Source: an optimization exercise on an open RTL-to-GDS flow (aim: small area, a short achievable clock period and few clock cycles). Production flows keep margins and buffers that such runs may drop. Where RTL was checked, it was by simulation tests only, not by an equivalence proof against the original. Only the layout flow was run in run 1; the RTL was not checked for function there. No activity file was given, so power comes from the tool's default toggle rates.

==> design.v <==
`timescale 1ns / 1ps
module Pipelined_CPU(
  input         clk,
  input         rst_n,
  output [6:0]  imem_addr,
  input  [31:0] imem_data,
  output [6:0]  dmem_addr,
  output [31:0] dmem_wdata,
  output        dmem_we,
  input  [31:0] dmem_rdata
);
  reg  [6:0]  FA;           
  reg  [6:0]  IA;           
  reg         AV;           
  reg  [31:0] IR;           
  reg  [6:0]  XPC;          
  reg         XV;           
  reg  [6:0]  EPC;          
  reg  [31:0] SA, SB;       
  reg  [6:0]  DA;           
  reg  [31:0] M_res;        
  reg  [31:0] M_wd;         
  reg  [4:0]  M_dst;
  reg         M_wr, M_ld, M_st;
  reg  [31:0] W_res;
  reg  [4:0]  W_dst;
  reg         W_wr, W_ld;
  reg  [31:0] rf [0:31];
  reg  [31:0] rv;           
  assign imem_addr  = FA;
  assign dmem_addr  = DA;
  assign dmem_wdata = M_wd;
  assign dmem_we    = M_st;
  wire [5:0] op = IR[31:26];
  wire [4:0] rs = IR[25:21];
  wire [4:0] rt = IR[20:16];
  wire [4:0] rd = IR[15:11];
  wire [5:0] fn = IR[5:0];
  wire [31:0] imm = {{16{IR[15]}}, IR[15:0]};
  wire rtype  = (op == 6'h00);
  wire f_add  = rtype & (fn[5:1] == 5'b10000);
  wire f_sub  = rtype & (fn[5:1] == 5'b10001);
  wire f_and  = rtype & (fn == 6'h24);
  wire f_or   = rtype & (fn == 6'h25);
  wire f_xor  = rtype & (fn == 6'h26);
  wire f_nor  = rtype & (fn == 6'h27);
  wire f_sll  = rtype & (fn == 6'h04);
  wire f_srl  = rtype & (fn == 6'h06);
  wire f_sra  = rtype & (fn == 6'h07);
  wire f_slt  = rtype & (fn == 6'h2A);
  wire f_sltu = rtype & (fn == 6'h2B);
  wire is_jr  = rtype & (fn == 6'h08);
  wire r_alu  = f_add | f_sub | f_and | f_or | f_xor | f_nor | f_sll | f_srl | f_sra | f_slt | f_sltu;
  wire i_add  = (op[5:1] == 5'b00100);
  wire i_slt  = (op == 6'h0A);
  wire i_sltu = (op == 6'h0B);
  wire i_and  = (op == 6'h0C);
  wire i_or   = (op == 6'h0D);
  wire i_xor  = (op == 6'h0E);
  wire i_lui  = (op == 6'h0F);
  wire is_lw  = (op == 6'h23);
  wire is_sw  = (op == 6'h2B);
  wire i_alu  = i_add | i_slt | i_sltu | i_and | i_or | i_xor;
  wire is_beq  = (op == 6'h04);
  wire is_bne  = (op == 6'h05);
  wire is_blez = (op == 6'h06);
  wire is_bgtz = (op == 6'h07);
  wire is_bltz = (op == 6'h01) & (rt == 5'd0);
  wire is_bgez = (op == 6'h01) & (rt == 5'd1);
  wire is_j    = (op == 6'h02);
  wire useA = r_alu | is_jr | i_alu | is_lw | is_sw | is_beq | is_bne | is_blez | is_bgtz | is_bltz | is_bgez;
  wire useB = r_alu | is_sw | is_beq | is_bne;
  wire wreg = r_alu | i_alu | i_lui | is_lw;
  wire [4:0] dst = rtype ? rd : rt;
  wire mA = M_wr & (M_dst == rs);
  wire mB = M_wr & (M_dst == rt);
  wire wA = W_wr & (W_dst == rs);
  wire wB = W_wr & (W_dst == rt);
  wire stall = XV & ((useA & (mA ? M_ld : (wA & W_ld))) |
                     (useB & (mB ? M_ld : (wB & W_ld))));
  wire xexec = XV & ~stall;
  reg  [31:0] rfA, rfB;
  integer k;
  always @(*) begin
    rfA = 32'd0;
    rfB = 32'd0;
    for (k = 0; k < 32; k = k + 1) begin
      rfA = rfA | ({32{SA[k]}} & rf[k]);
      rfB = rfB | ({32{SB[k]}} & rf[k]);
    end
  end
  wire rvA = |(SA & rv);
  wire rvB = |(SB & rv);
  wire sMA = mA;
  wire sWA = ~mA & wA;
  wire sRA = ~mA & ~wA & rvA;
  wire sMB = mB;
  wire sWB = ~mB & wB;
  wire sRB = ~mB & ~wB & rvB;
  wire [31:0] opA = ({32{sMA}} & M_res) | ({32{sWA}} & W_res) | ({32{sRA}} & rfA);
  wire [31:0] opB = ({32{sMB}} & M_res) | ({32{sWB}} & W_res) | ({32{sRB}} & rfB);
  wire        use_imm = ~rtype;
  wire [31:0] srcB = use_imm ? imm : opB;
  wire        sub  = f_sub | f_slt | f_sltu | i_slt | i_sltu;
  wire [32:0] sum  = {1'b0, opA} + {1'b0, srcB ^ {32{sub}}} + {32'd0, sub};
  wire        lt_s = (opA[31] ^ srcB[31]) ? opA[31] : sum[31];
  wire        lt_u = ~sum[32];
  function [31:0] rev32(input [31:0] x);
    integer k;
    begin
      for (k = 0; k < 32; k = k + 1) rev32[k] = x[31 - k];
    end
  endfunction
  wire [31:0] sh_in  = f_sll ? rev32(opB) : opB;
  wire        fill   = f_sra & opB[31];
  wire        sh_big = |opA[31:5];
  wire [63:0] sh_ext = {{32{fill}}, sh_in} >> opA[4:0];
  wire [31:0] sh_r   = sh_big ? {32{fill}} : sh_ext[31:0];
  wire [31:0] sh_out = f_sll ? rev32(sh_r) : sh_r;
  reg [31:0] alu;
  always @(*) begin
    if (f_and | i_and)        alu = opA & srcB;
    else if (f_or | i_or)     alu = opA | srcB;
    else if (f_xor | i_xor)   alu = opA ^ srcB;
    else if (f_nor)           alu = ~(opA | srcB);
    else if (f_slt | i_slt)   alu = {31'd0, lt_s};
    else if (f_sltu | i_sltu) alu = {31'd0, lt_u};
    else if (f_sll | f_srl | f_sra) alu = sh_out;
    else if (i_lui)           alu = {IR[15:0], 16'd0};
    else                      alu = sum[31:0];
  end
  wire eq   = (opA == opB);
  wire zer  = (opA == 32'd0);
  wire neg  = opA[31];
  wire taken = (is_beq & eq) | (is_bne & ~eq) | (is_blez & (neg | zer)) |
               (is_bgtz & ~(neg | zer)) | (is_bltz & neg) | (is_bgez & ~neg);
  wire [6:0] pc1  = XPC + 7'd1;
  wire [6:0] btgt = pc1 + IR[6:0];
  wire [6:0] xnext = is_jr ? opA[6:0] : is_j ? IR[6:0] : taken ? btgt : pc1;
  wire [6:0] expc   = XV ? (stall ? pc1 : xnext) : EPC;
  wire       accept = AV & ~stall & (IA == expc);
  wire [5:0] iop = imem_data[31:26];
  wire       ibr = (iop == 6'h04) | (iop == 6'h05) | (iop == 6'h06) | (iop == 6'h07) |
                   ((iop == 6'h01) & (imem_data[20:17] == 4'd0));
  wire       ij  = (iop == 6'h02);
  wire       ipt = ij | (ibr & imem_data[6]);
  wire [6:0] itgt = ij ? imem_data[6:0] : (IA + 7'd1 + imem_data[6:0]);
  localparam NB = 2;
  localparam NBB = (NB > 1) ? $clog2(NB) : 1;
  reg  [6:0] bt_tag [0:NB-1];
  reg  [6:0] bt_tgt [0:NB-1];
  reg  [NB-1:0] bt_v;
  wire [NBB-1:0] fidx = (NB > 1) ? FA[NBB-1:0] : 0;
  wire [NBB-1:0] xidx = (NB > 1) ? XPC[NBB-1:0] : 0;
  wire       bhit  = bt_v[fidx] & (bt_tag[fidx] == FA);
  wire [6:0] bpred = bhit ? bt_tgt[fidx] : FA + 7'd1;
  wire       xtk   = xexec & (is_jr | is_j | taken);
  wire [6:0] fa_next = accept ? ((ipt & (FA != itgt)) ? itgt : bpred)
                              : ((FA == expc) ? bpred : expc);
  always @(posedge clk or negedge rst_n) begin
    if (!rst_n) bt_v <= 0;
    else if (xtk) bt_v[xidx] <= 1'b1;
  end
  always @(posedge clk) begin
    if (xtk) begin
      bt_tag[xidx] <= XPC;
      bt_tgt[xidx] <= xnext;
    end
  end
  always @(posedge clk or negedge rst_n) begin
    if (!rst_n) begin
      FA  <= 7'd0;
      AV  <= 1'b0;
      XV  <= 1'b0;
      EPC <= 7'd0;
      M_wr <= 1'b0;
      M_st <= 1'b0;
      W_wr <= 1'b0;
    end else begin
      FA  <= fa_next;
      AV  <= 1'b1;
      if (!stall) XV <= accept;
      if (xexec) EPC <= xnext;
      M_wr <= xexec & wreg;
      M_st <= xexec & is_sw;
      W_wr <= M_wr;
    end
  end
  always @(posedge clk) begin
    IA <= FA;
    if (!stall) begin
      IR  <= imem_data;
      XPC <= IA;
      SA  <= 32'd1 << imem_data[25:21];
      SB  <= 32'd1 << imem_data[20:16];
    end
    if (xexec & (is_lw | is_sw)) DA <= sum[8:2];
    M_res <= alu;
    M_wd  <= opB;
    M_dst <= dst;
    M_ld  <= is_lw;
    W_res <= M_res;
    W_dst <= M_dst;
    W_ld  <= M_ld;
  end
  wire [31:0] wdata = W_ld ? dmem_rdata : W_res;
  always @(posedge clk) begin
    if (W_wr) rf[W_dst] <= wdata;
  end
  always @(posedge clk or negedge rst_n) begin
    if (!rst_n) rv <= 32'd0;
    else if (W_wr) rv[W_dst] <= 1'b1;
  end
endmodule
==> run.sh <==
#!/bin/bash
# synth_recipe.tcl (not shown) runs the flow's synth.tcl, then flattens the netlist and writes it again
# the make line also repeats each setting of config.mk as NAME=value (left out here)
make -C /OpenROAD-flow-scripts/flow DESIGN_CONFIG=/design/flow/config.mk WORK_HOME=/design/flow/orfs CLKGATE_MAP_FILE= SYNTH_SCRIPT=/design/flow/synth_recipe.tcl finish
==> config.mk <==
export PLATFORM = sky130hd
export DESIGN_NAME = Pipelined_CPU
export DESIGN_NICKNAME = Pipelined_CPU
export VERILOG_FILES = /design/flow/design.v
export SDC_FILE = /design/flow/constraint.sdc
export NUM_CORES = 8
export LEC_CHECK = 0
export CAP_MARGIN = 20
export CORE_MARGIN = 2
export CORE_UTILIZATION = 40
export SETUP_SLACK_MARGIN = 1.0
export SLEW_MARGIN = 20
==> constraint.sdc <==
create_clock -name core_clock -period 22.0 [get_ports {clk}]
set_input_delay 4.4000 -clock core_clock [delete_from_list [all_inputs] [get_ports {clk}]]
set_output_delay 4.4000 -clock core_clock [all_outputs]
set_load 0.01 [all_outputs]
==> results.sh, run 1 <==
export IMPL_via_count=55366
export IMPL_hold_depth=0
export IMPL_io_pins=113
export IMPL_rsz0062_at_grt="false"
export IMPL_setup_violations_final=0
export IMPL_yosysWarnings=1
export IMPL_hold_path_class="reg2reg"
export IMPL_drc=0
export IMPL_grt_pass1_vias=51311
export IMPL_cts_root_buf="clkbuf_16"
export IMPL_syn_inst=5065
export IMPL_area_delta_synth_final_pct=15.0
export IMPL_worstSkewPairLatency_ns=0.84
export IMPL_drt_total_wl_um=308000
export IMPL_ant_nets=0
export IMPL_postCtsHoldBufs=0
export IMPL_dp_hpwl_um=178000
export IMPL_synth_fp_nets=5207
export IMPL_max_freq_mhz=115
export IMPL_cts_resized_gates=0
export IMPL_cts_inserted_buffers=143
export IMPL_synthAdderAreaFrac_pct=1.69
export IMPL_multi_input_area_um2=23000
export IMPL_grt_util_all_layers_pct=37.4
export IMPL_grt_pass1_wl_um=414000
export IMPL_vdd_ir_drop_worst_v=0.0000751
export IMPL_tightestPinTransition_ns=1.38
export IMPL_start_util_pct=40.2
export IMPL_arrival_ns=9.43
export IMPL_dr_pass1_iters=14
export IMPL_finClkSkew_ns=0.0654
export IMPL_stdcell_count=7394
export IMPL_antenna_found_initial=18
export IMPL_cpMostUsedCell="o21ai_0"
export IMPL_relSlewSlack_pct=7.57
export IMPL_clk_pin_slew_worst_paths_ns=0.06
export IMPL_dominantRegCellSynth="edfxtp_1"
export IMPL_slew_viol_final=0
export IMPL_post_cts_buffers=0
export IMPL_coreArea_um2=156000
export IMPL_ys_seq_area_share_pct=61.4
export IMPL_finalHoldViolCount=0
export IMPL_first_iter_violations=13520
export IMPL_clock_path_buffers=3
export IMPL_die_width_um=400
export IMPL_yosys_area_share_simple_pct=9.67
export IMPL_cts_sinks=1330
export IMPL_die_h_um=400
export IMPL_tns_ns=0
export IMPL_num_fill_cells=13887
export IMPL_wire_per_inst_um=41.6
export IMPL_period_share_pct=39.6
export IMPL_gp_congestion=1.03
export IMPL_cts_tree="built"
export IMPL_synth_xor_area_share_pct=2.23
export IMPL_required_ns=22.73
export IMPL_gr_total_overflow=0
export IMPL_die_area_um2=160000
export IMPL_synth_compound_area_share_pct=19.3
export IMPL_layout_drive_gt1_share_pct=11.3
export IMPL_power_density_nw_per_um2=85.0
export IMPL_synth_top_family_by_area="compound AO/OA/AOI/OAI gates"
export IMPL_synth_seq_cells=1330
export IMPL_async_flop_share_pct=3.98
export IMPL_max_stage_delay_ns=0.91
export IMPL_netlist_cell_type_count=90
export IMPL_vias_per_cell=7.49
export IMPL_synth_enable_flop_cells=1162
export IMPL_place_inst=7117
export IMPL_synth_avg_cell_area_um2=12.4
export IMPL_port_buffers=112
export IMPL_ff_latch_area_um2=38500
export IMPL_synthMuxAreaShare_pct=2.91
export IMPL_worstSetupStartpointType="flip-flop"
export IMPL_max_cap_viol_count=0
export IMPL_slowest_stage="nor4_1"
export IMPL_rr_worst_depth=28
export IMPL_endpoint_kind="flip-flop"
export IMPL_crit_type="reg2reg"
export IMPL_p_leak_uw=0.0243
export IMPL_num_rows=145
export IMPL_crit_path_max_fanout=22
export IMPL_grt_max_degree=86
export IMPL_min_period_ns=8.70
export IMPL_h_tree_depth=4
export IMPL_finalPower_uw=6130
export IMPL_nNetsFinal=5346
export IMPL_status="no timing/DRC/antenna violations"
export IMPL_syn_area_um2=62800
[cells in the final DEF (no fill, tap or decap), types with 19 or more instances in the layout]
cell and n:
dfrtp_1 53, nor4_1 59, and2_1 20, nor2_1 250
ha_1 73, nor2_4 32, nand4_1 291, clkbuf_16 144
buf_4 226, mux2i_1 138, nor4_2 19, nor3_1 29
nand2_1 236, nand3_1 58, dfxtp_1 114, o21ai_0 130
a211oi_1 19, edfxtp_1 1162, inv_1 118, a222oi_1 25
xnor2_1 122, a21oi_1 153, xor2_1 38, clkinv_1 24
clkdlybuf4s50_1 111, nand2b_1 24, a21o_1 42, mux2_2 37
or4_1 33, a22oi_1 1073, o211ai_1 36, clkbuf_1 32
[per-stage QoR]
step                setup slack, ns  hold slack (ns)  cell area, um2  util, %
floorplan                     14.23            0.349           62800        -
global placement              13.65            0.362           67300     43.2
detailed placement            13.78            0.361           67400     43.2
CTS                           13.97            0.372           72100     46.2
global route                  13.01            0.378           72200     46.2
finish                        13.30            0.376           72200     46.3
[final cells by class]
class | instances | share of cell area [%]
clock inverters | 77 | 1.28
repair buffers | 340 | 3.92
multi-input cells | 3269 | 31.9
clock buffers | 182 | 5.27
flip-flops and latches | 1330 | 53.4
well taps | 2058 | 3.57
diodes | 18 | 0.0624
inverters | 120 | 0.624
[synth_stat cells (8+ instances only)]
cell / number / area share [%]
o21a_1: 11 / 0.13
nor2b_1: 12 / 0.12
dfxtp_1: 115 / 3.7
nand4_1: 291 / 2.9
o31ai_1: 19 / 0.23
nor2_1: 284 / 1.7
nand2b_1: 24 / 0.24
o211ai_1: 36 / 0.43
a221oi_1: 18 / 0.25
a222oi_1: 25 / 0.40
edfxtp_1: 1162 / 56
a21oi_1: 153 / 1.2
nand2_1: 238 / 1.4
o21bai_1: 9 / 0.11
or3_1: 14 / 0.14
nor3_1: 32 / 0.26
mux2i_1: 138 / 2.2
nand3_1: 58 / 0.46
a21o_1: 42 / 0.50
a31oi_1: 18 / 0.18
a22o_1: 14 / 0.20
and2_1: 21 / 0.21
buf_2: 14 / 0.11
a211oi_1: 21 / 0.25
xnor2_1: 122 / 1.7
nor4_1: 83 / 0.83
dfrtp_1: 53 / 2.1
or2_2: 14 / 0.14
nand3b_1: 15 / 0.18
mux2_2: 37 / 0.66
buf_1: 29 / 0.17
maj3_1: 9 / 0.14
xor2_1: 38 / 0.53
ha_1: 73 / 1.5
o221ai_1: 8 / 0.11
and3_1: 17 / 0.17
a21boi_0: 9 / 0.11
o22ai_1: 10 / 0.10
inv_1: 118 / 0.71
a22oi_1: 1073 / 13
clkbuf_1: 296 / 1.8
o21ai_0: 138 / 1.1
or4_1: 33 / 0.39
[metal layers]
layer  vias to the layer above  track usage [%]  share of wire, %
li1                      20812                -                 -
met1                     26464             44.3                33
met2                      6226             53.4                41
met3                      1846             17.6                17
met4                        18             25.8               9.3
met5                         -             1.03             0.088
[final timing paths]
kind                                      start                 to  slack, ns
max                        SB[16]$_SDFFCE_PN0N_  M_res[22]$_DFF_P_      13.30
min                            M_res[4]$_DFF_P_   W_res[4]$_DFF_P_       0.38
max reg2reg                SB[16]$_SDFFCE_PN0N_  M_res[22]$_DFF_P_      13.30
min reg2reg                    M_res[4]$_DFF_P_   W_res[4]$_DFF_P_       0.38
max in group asynchronous                 rst_n  rv[3]$_DFFE_PN0P_      17.71
min in group asynchronous                 rst_n    FA[0]$_DFF_PN0_       3.70
[power breakdown]
group	internal, uW	switching, uW	total, uW
Combinational	255	501	755
Clock	1350	1100	2450
Sequential	2840	83.8	2930
Total	4450	1680	6130
[kinds of logic (layout without fill, tap and decap cells)]
group / count (synthesis) / count (layout)
compound gates: 1676 / 1676
xor+xnor: 160 / 160
fa+ha+maj: 85 / 85
buf+inv: 466 / 719
flops: 1330 / 1330
mux: 177 / 177
other cells: 1 / 19
simple gates: 1170 / 1170
[flip-flops by register name, indices dropped and copies added, names as in the netlist, 14 cells and up]
| name | count |
|---|---|
| IR | 32 |
| rv | 32 |
| bt_tag | 14 |
| M_res | 32 |
| rf | 1024 |
| SB | 32 |
| bt_tgt | 14 |
| SA | 32 |
| M_wd | 32 |
| W_res | 32 |
[worst max-delay path, delay by kind of cell (launching register included)]
family	cells	cell delay [ns]
buffers and inverters	2	0.78
flip-flops	1	0.90
multiplexers	2	0.81
adder cells (fa/ha/maj)	1	0.33
AO/OA/AOI/OAI	15	3.49
XOR/XNOR	1	0.43
AND/OR/NAND/NOR	7	1.85
==> run 2, diff against run 1 <==
--- a/design.v
+++ b/design.v
@@ -16,8 +16,6 @@
   reg  [6:0]  XPC;          
   reg         XV;           
   reg  [6:0]  EPC;          
-  reg  [31:0] SA, SB;       
-  reg  [6:0]  DA;           
   reg  [31:0] M_res;        
   reg  [31:0] M_wd;         
   reg  [4:0]  M_dst;
@@ -28,7 +26,7 @@
   reg  [31:0] rf [0:31];
   reg  [31:0] rv;           
   assign imem_addr  = FA;
-  assign dmem_addr  = DA;
+  assign dmem_addr  = M_res[8:2];
   assign dmem_wdata = M_wd;
   assign dmem_we    = M_st;
   wire [5:0] op = IR[31:26];
@@ -79,26 +77,10 @@
   wire stall = XV & ((useA & (mA ? M_ld : (wA & W_ld))) |
                      (useB & (mB ? M_ld : (wB & W_ld))));
   wire xexec = XV & ~stall;
-  reg  [31:0] rfA, rfB;
-  integer k;
-  always @(*) begin
-    rfA = 32'd0;
-    rfB = 32'd0;
-    for (k = 0; k < 32; k = k + 1) begin
-      rfA = rfA | ({32{SA[k]}} & rf[k]);
-      rfB = rfB | ({32{SB[k]}} & rf[k]);
-    end
-  end
-  wire rvA = |(SA & rv);
-  wire rvB = |(SB & rv);
-  wire sMA = mA;
-  wire sWA = ~mA & wA;
-  wire sRA = ~mA & ~wA & rvA;
-  wire sMB = mB;
-  wire sWB = ~mB & wB;
-  wire sRB = ~mB & ~wB & rvB;
-  wire [31:0] opA = ({32{sMA}} & M_res) | ({32{sWA}} & W_res) | ({32{sRA}} & rfA);
-  wire [31:0] opB = ({32{sMB}} & M_res) | ({32{sWB}} & W_res) | ({32{sRB}} & rfB);
+  wire [31:0] rfA = rv[rs] ? rf[rs] : 32'd0;
+  wire [31:0] rfB = rv[rt] ? rf[rt] : 32'd0;
+  wire [31:0] opA = mA ? M_res : (wA ? W_res : rfA);
+  wire [31:0] opB = mB ? M_res : (wB ? W_res : rfB);
   wire        use_imm = ~rtype;
   wire [31:0] srcB = use_imm ? imm : opB;
   wire        sub  = f_sub | f_slt | f_sltu | i_slt | i_sltu;
@@ -145,28 +127,8 @@
   wire       ij  = (iop == 6'h02);
   wire       ipt = ij | (ibr & imem_data[6]);
   wire [6:0] itgt = ij ? imem_data[6:0] : (IA + 7'd1 + imem_data[6:0]);
-  localparam NB = 2;
-  localparam NBB = (NB > 1) ? $clog2(NB) : 1;
-  reg  [6:0] bt_tag [0:NB-1];
-  reg  [6:0] bt_tgt [0:NB-1];
-  reg  [NB-1:0] bt_v;
-  wire [NBB-1:0] fidx = (NB > 1) ? FA[NBB-1:0] : 0;
-  wire [NBB-1:0] xidx = (NB > 1) ? XPC[NBB-1:0] : 0;
-  wire       bhit  = bt_v[fidx] & (bt_tag[fidx] == FA);
-  wire [6:0] bpred = bhit ? bt_tgt[fidx] : FA + 7'd1;
-  wire       xtk   = xexec & (is_jr | is_j | taken);
-  wire [6:0] fa_next = accept ? ((ipt & (FA != itgt)) ? itgt : bpred)
-                              : ((FA == expc) ? bpred : expc);
-  always @(posedge clk or negedge rst_n) begin
-    if (!rst_n) bt_v <= 0;
-    else if (xtk) bt_v[xidx] <= 1'b1;
-  end
-  always @(posedge clk) begin
-    if (xtk) begin
-      bt_tag[xidx] <= XPC;
-      bt_tgt[xidx] <= xnext;
-    end
-  end
+  wire [6:0] fa_next = accept ? (ipt ? itgt : FA + 7'd1)
+                              : ((FA == expc) ? FA + 7'd1 : expc);
   always @(posedge clk or negedge rst_n) begin
     if (!rst_n) begin
       FA  <= 7'd0;
@@ -191,10 +153,7 @@
     if (!stall) begin
       IR  <= imem_data;
       XPC <= IA;
-      SA  <= 32'd1 << imem_data[25:21];
-      SB  <= 32'd1 << imem_data[20:16];
     end
-    if (xexec & (is_lw | is_sw)) DA <= sum[8:2];
     M_res <= alu;
     M_wd  <= opB;
     M_dst <= dst;
==> run 2 against run 1 <==
Still clean on timing, DRC and antenna. Routed wire length decreased by 17%. Flip-flop and latch count decreased by 91. Fmax decreased by 3.9%. Total power increased by 0.36%. Core utilization decreased by 0.83 points. Worst setup slack got worse by 0.36 ns. Hold slack got worse by 0.012 ns. Critical path type unchanged. Critical endpoint is now FA[1]$_DFF_PN0_. Highest routed layer unchanged.
==> results.sh, run 2 <==
export IMPL_post_cts_buffers=0
export IMPL_hp_start="M_res[31]$_DFF_P_"
export IMPL_p_sw_uw=1750
export IMPL_grt_pass1_wl_um=357000
export IMPL_dr_pass1_iters=8
export IMPL_rrSetupSlack_ns=12.94
export IMPL_max_cap_viol_count=0
export IMPL_clkPwrFrac_pct=38.0
export IMPL_worstSkewPairLatency_ns=0.80
export IMPL_relSlewSlack_pct=22.3
export IMPL_ys_seq_area_share_pct=54.4
export IMPL_syn_inst=4848
export IMPL_num_fill_cells=14329
export IMPL_p_sw_share_pct=28.4
export IMPL_via_count=48440
export IMPL_async_flop_share_pct=4.12
export IMPL_tns_ns=0
export IMPL_yosysWarnings=1
export IMPL_drt_total_wl_um=256000
export IMPL_synth_avg_cell_area_um2=13.5
export IMPL_worstPathCellList="buf_12, buf_4, mux4_2, a22oi_1, nand4_1, a222oi_1, nand3_1, a211oi_1, nand4_1, nor4_4, mux2i_1, o21ai_0, a2111oi_0, nand4bb_1, a41oi_1, a2111o_1, a2111oi_0, a211oi_2"
export IMPL_start_util_pct=40.3
export IMPL_synth_enable_flop_cells=1063
export IMPL_layout_commonest_cell="edfxtp_1"
export IMPL_area_delta_synth_final_pct=12.7
export IMPL_yosys_top_cells_count="1063 x edfxtp_1, 436 x mux2i_1, 365 x mux4_2"
export IMPL_vdd_ir_drop_worst_v=0.0000732
export IMPL_largest_register="rf"
export IMPL_cts_tree="built"
export IMPL_pwr_share_seq_pct=45.9
export IMPL_grt_util_all_layers_pct=29.9
export IMPL_cp_top_family="compound AO/OA/AOI/OAI gates"
export IMPL_io_pins=113
export IMPL_finClkSkew_ns=0.0530
export IMPL_max_stage_delay_ns=0.93
export IMPL_path_buf_inv=2
export IMPL_share_comb_of_total_power_pct=16.1
export IMPL_cts_resized_gates=0
export IMPL_die_width_um=409
export IMPL_gp_congestion=1.03
export IMPL_setup_violations_final=0
export IMPL_synth_most_common_cell="edfxtp_1"
export IMPL_drc=0
export IMPL_syn_area_um2=65600
export IMPL_multi_input_area_um2=28400
export IMPL_endpoint_kind="flip-flop"
export IMPL_mostFrequentLayoutCells="1063 x edfxtp_1, 436 x mux2i_1, 365 x mux4_2"
export IMPL_tightestPinTransition_ns=1.17
export IMPL_antenna_found_initial=11
export IMPL_wire_per_inst_um=35.7
export IMPL_period_share_pct=41.2
export IMPL_power_density_nw_per_um2=83.2
export IMPL_synth_seq_cells=1239
export IMPL_netlist_cell_type_count=92
export IMPL_coreArea_um2=163000
export IMPL_hold_path_class="reg2reg"
export IMPL_status="no timing/DRC/antenna violations"
export IMPL_worstSetupStartpointType="flip-flop"
export IMPL_cts_root_buf="clkbuf_16"
export IMPL_arrival_ns=9.71
export IMPL_synth_fp_nets=5030
export IMPL_slowest_stage="buf_4"
export IMPL_cts_inserted_buffers=139
export IMPL_clock_path_buffers=3
export IMPL_vias_per_cell=6.77
export IMPL_nNetsFinal=5055
export IMPL_grt_max_degree=117
export IMPL_h_tree_depth=4
export IMPL_num_rows=148
export IMPL_p_leak_uw=0.0262
export IMPL_clk_pin_slew_worst_paths_ns=0.06
export IMPL_final_core_util_pct=45.4
export IMPL_largest_reg_flops=1024
export IMPL_grt_pass1_vias=46890
export IMPL_ff_latch_area_um2=35700
export IMPL_p_int_uw=4410
export IMPL_yosysTopAreaCell="edfxtp_1"
export IMPL_synth_area_leaders="edfxtp_1 49%, mux4_2 13%, mux2i_1 6.6%"
export IMPL_rr_worst_depth=18
export IMPL_required_ns=22.65
export IMPL_min_period_ns=9.06
export IMPL_hold_depth=0
export IMPL_finalHoldViolCount=0
export IMPL_postCtsHoldBufs=0
export IMPL_synthDominantCellAreaShare_pct=48.6
export IMPL_dominantRegCellSynth="edfxtp_1"
export IMPL_r2r_end="FA[1]$_DFF_PN0_"
export IMPL_dp_hpwl_um=161000
export IMPL_gr_total_overflow=0
export IMPL_die_h_um=409
export IMPL_port_buffers=112
export IMPL_slew_viol_final=0
export IMPL_first_iter_violations=7672
export IMPL_die_area_um2=167000
export IMPL_rsz0062_at_grt="false"
export IMPL_whs_endpoint="W_res[31]$_DFF_P_"
export IMPL_crit_path_max_fanout=116
export IMPL_ant_nets=0
export IMPL_crit_type="reg2reg"
export IMPL_max_freq_mhz=110
export IMPL_layout_drive_gt1_share_pct=17.7
export IMPL_cts_sinks=1239
## run 2: cell types whose count changed after synthesis, moves of 40 or more
| cell | change |
|---|---|
| a22oi_1 | -799 |
| mux4_2 | +365 |
| edfxtp_1 | -99 |
| xnor2_1 | -71 |
| buf_2 | +57 |
| o211ai_1 | +56 |
| nor2_1 | -75 |
| mux2i_1 | +298 |
| ha_1 | +40 |
| nand3_1 | +152 |
| a31oi_1 | +48 |
| nand4_1 | -240 |
| clkbuf_1 | -74 |
| nor4_1 | -56 |
## run 2: final cells by class
type                            count  share of cell area (%)
Sequential cell                  1239                    48.3
Multi-Input combinational cell   3135                    38.4
Clock buffer                      176                    5.10
Tap cell                         2175                    3.68
Timing Repair Buffer              247                    2.93
Clock inverter                     76                   0.981
Inverter                          111                   0.563
Antenna cell                        1                 0.00338
## run 2: layer usage
layer	vias up	GRT usage [%]	wire length [um]
li1	19563	-	-
met1	24483	39.0	95200
met2	3586	44.9	113000
met3	796	9.09	32500
met4	12	15.3	15500
met5	-	0	71
## run 2: worst max path at each step
stage	startpoint	endpoint	slack, ns	depth (start not counted)
floorplan	flip-flop	M_res[0]$_DFF_P_	15.65	28
global placement	flip-flop	FA[1]$_DFF_PN0_	13.14	21
detailed placement	flip-flop	FA[1]$_DFF_PN0_	13.04	18
CTS	flip-flop	FA[1]$_DFF_PN0_	13.01	18
global route	flip-flop	FA[1]$_DFF_PN0_	12.58	18
finish	flip-flop	FA[1]$_DFF_PN0_	12.94	18
## run 2: cells by family (layout without fill, tap and decap cells)
| logic type | after synthesis | count (layout) | synth area share, % |
|---|---|---|---|
| flip-flops | 1239 | 1239 | 54.4 |
| AO/OA/AOI/OAI | 1086 | 1086 | 11.5 |
| AND/OR/NAND/NOR | 954 | 954 | 7.07 |
| multiplexers | 866 | 866 | 20.3 |
| buffers and inverters | 474 | 610 | 2.97 |
| adder cells (fa/ha/maj) | 116 | 116 | 2.25 |
| XOR/XNOR | 112 | 112 | 1.49 |
| other | 1 | 2 | 0.00571 |
## run 2: power groups by stage
stage               Combinational (uW)  Clock (uW)  Sequential, uW
floorplan                          649           0            2790
global placement                   963           0            2870
detailed placement                 966           0            2870
CTS                                969        2360            2820
global route                      1050        2440            2830
finish                             992        2340            2830
## run 2: through the flow
stage | worst slack (ns) | hold slack, ns | total power [uW] | cell area, um2 | instances
2_1_floorplan | 15.65 | 0.344 | 3440 | 65600 | 4848
6_report | 12.94 | 0.364 | 6160 | 74000 | 7160
3_5_place_dp | 13.04 | 0.362 | 3840 | 69500 | 6907
5_1_grt | 12.58 | 0.374 | 6330 | 74000 | 7159
3_3_place_gp | 13.14 | 0.359 | 3830 | 69400 | 6906
4_1_cts | 13.01 | 0.359 | 6150 | 74000 | 7159
Testbench counts of run 2, summed over its fixed seeds: cycles 48,083.

==> afterwards: timing with drivers on the ports <==
No port has a modelled driver above. Below, the same layouts with a new extraction and two added sets of constraints. Step 1, drivers: a clkbuf_16 drives clk and a buf_2 each remaining input, both assumed. Step 2 also shifts input and output timing later by t, the mid clock arrival at the registers, as if the neighbouring blocks saw the same clock. Three values: ideal, step 1, step 2; two values: the first two.
run	t (ns)	setup slack, ns	worst setup path after step 2	latest minus earliest clock arrival (ns)	worst slew at a driven data input, ns
run 1	0.893	13.296 / 13.296 / 13.296	register to register	0.066 / 0.065	0.07
run 2	0.849	12.940 / 12.940 / 12.940	register to register	0.053 / 0.053	0.07
After both steps every run listed still meets setup and hold.
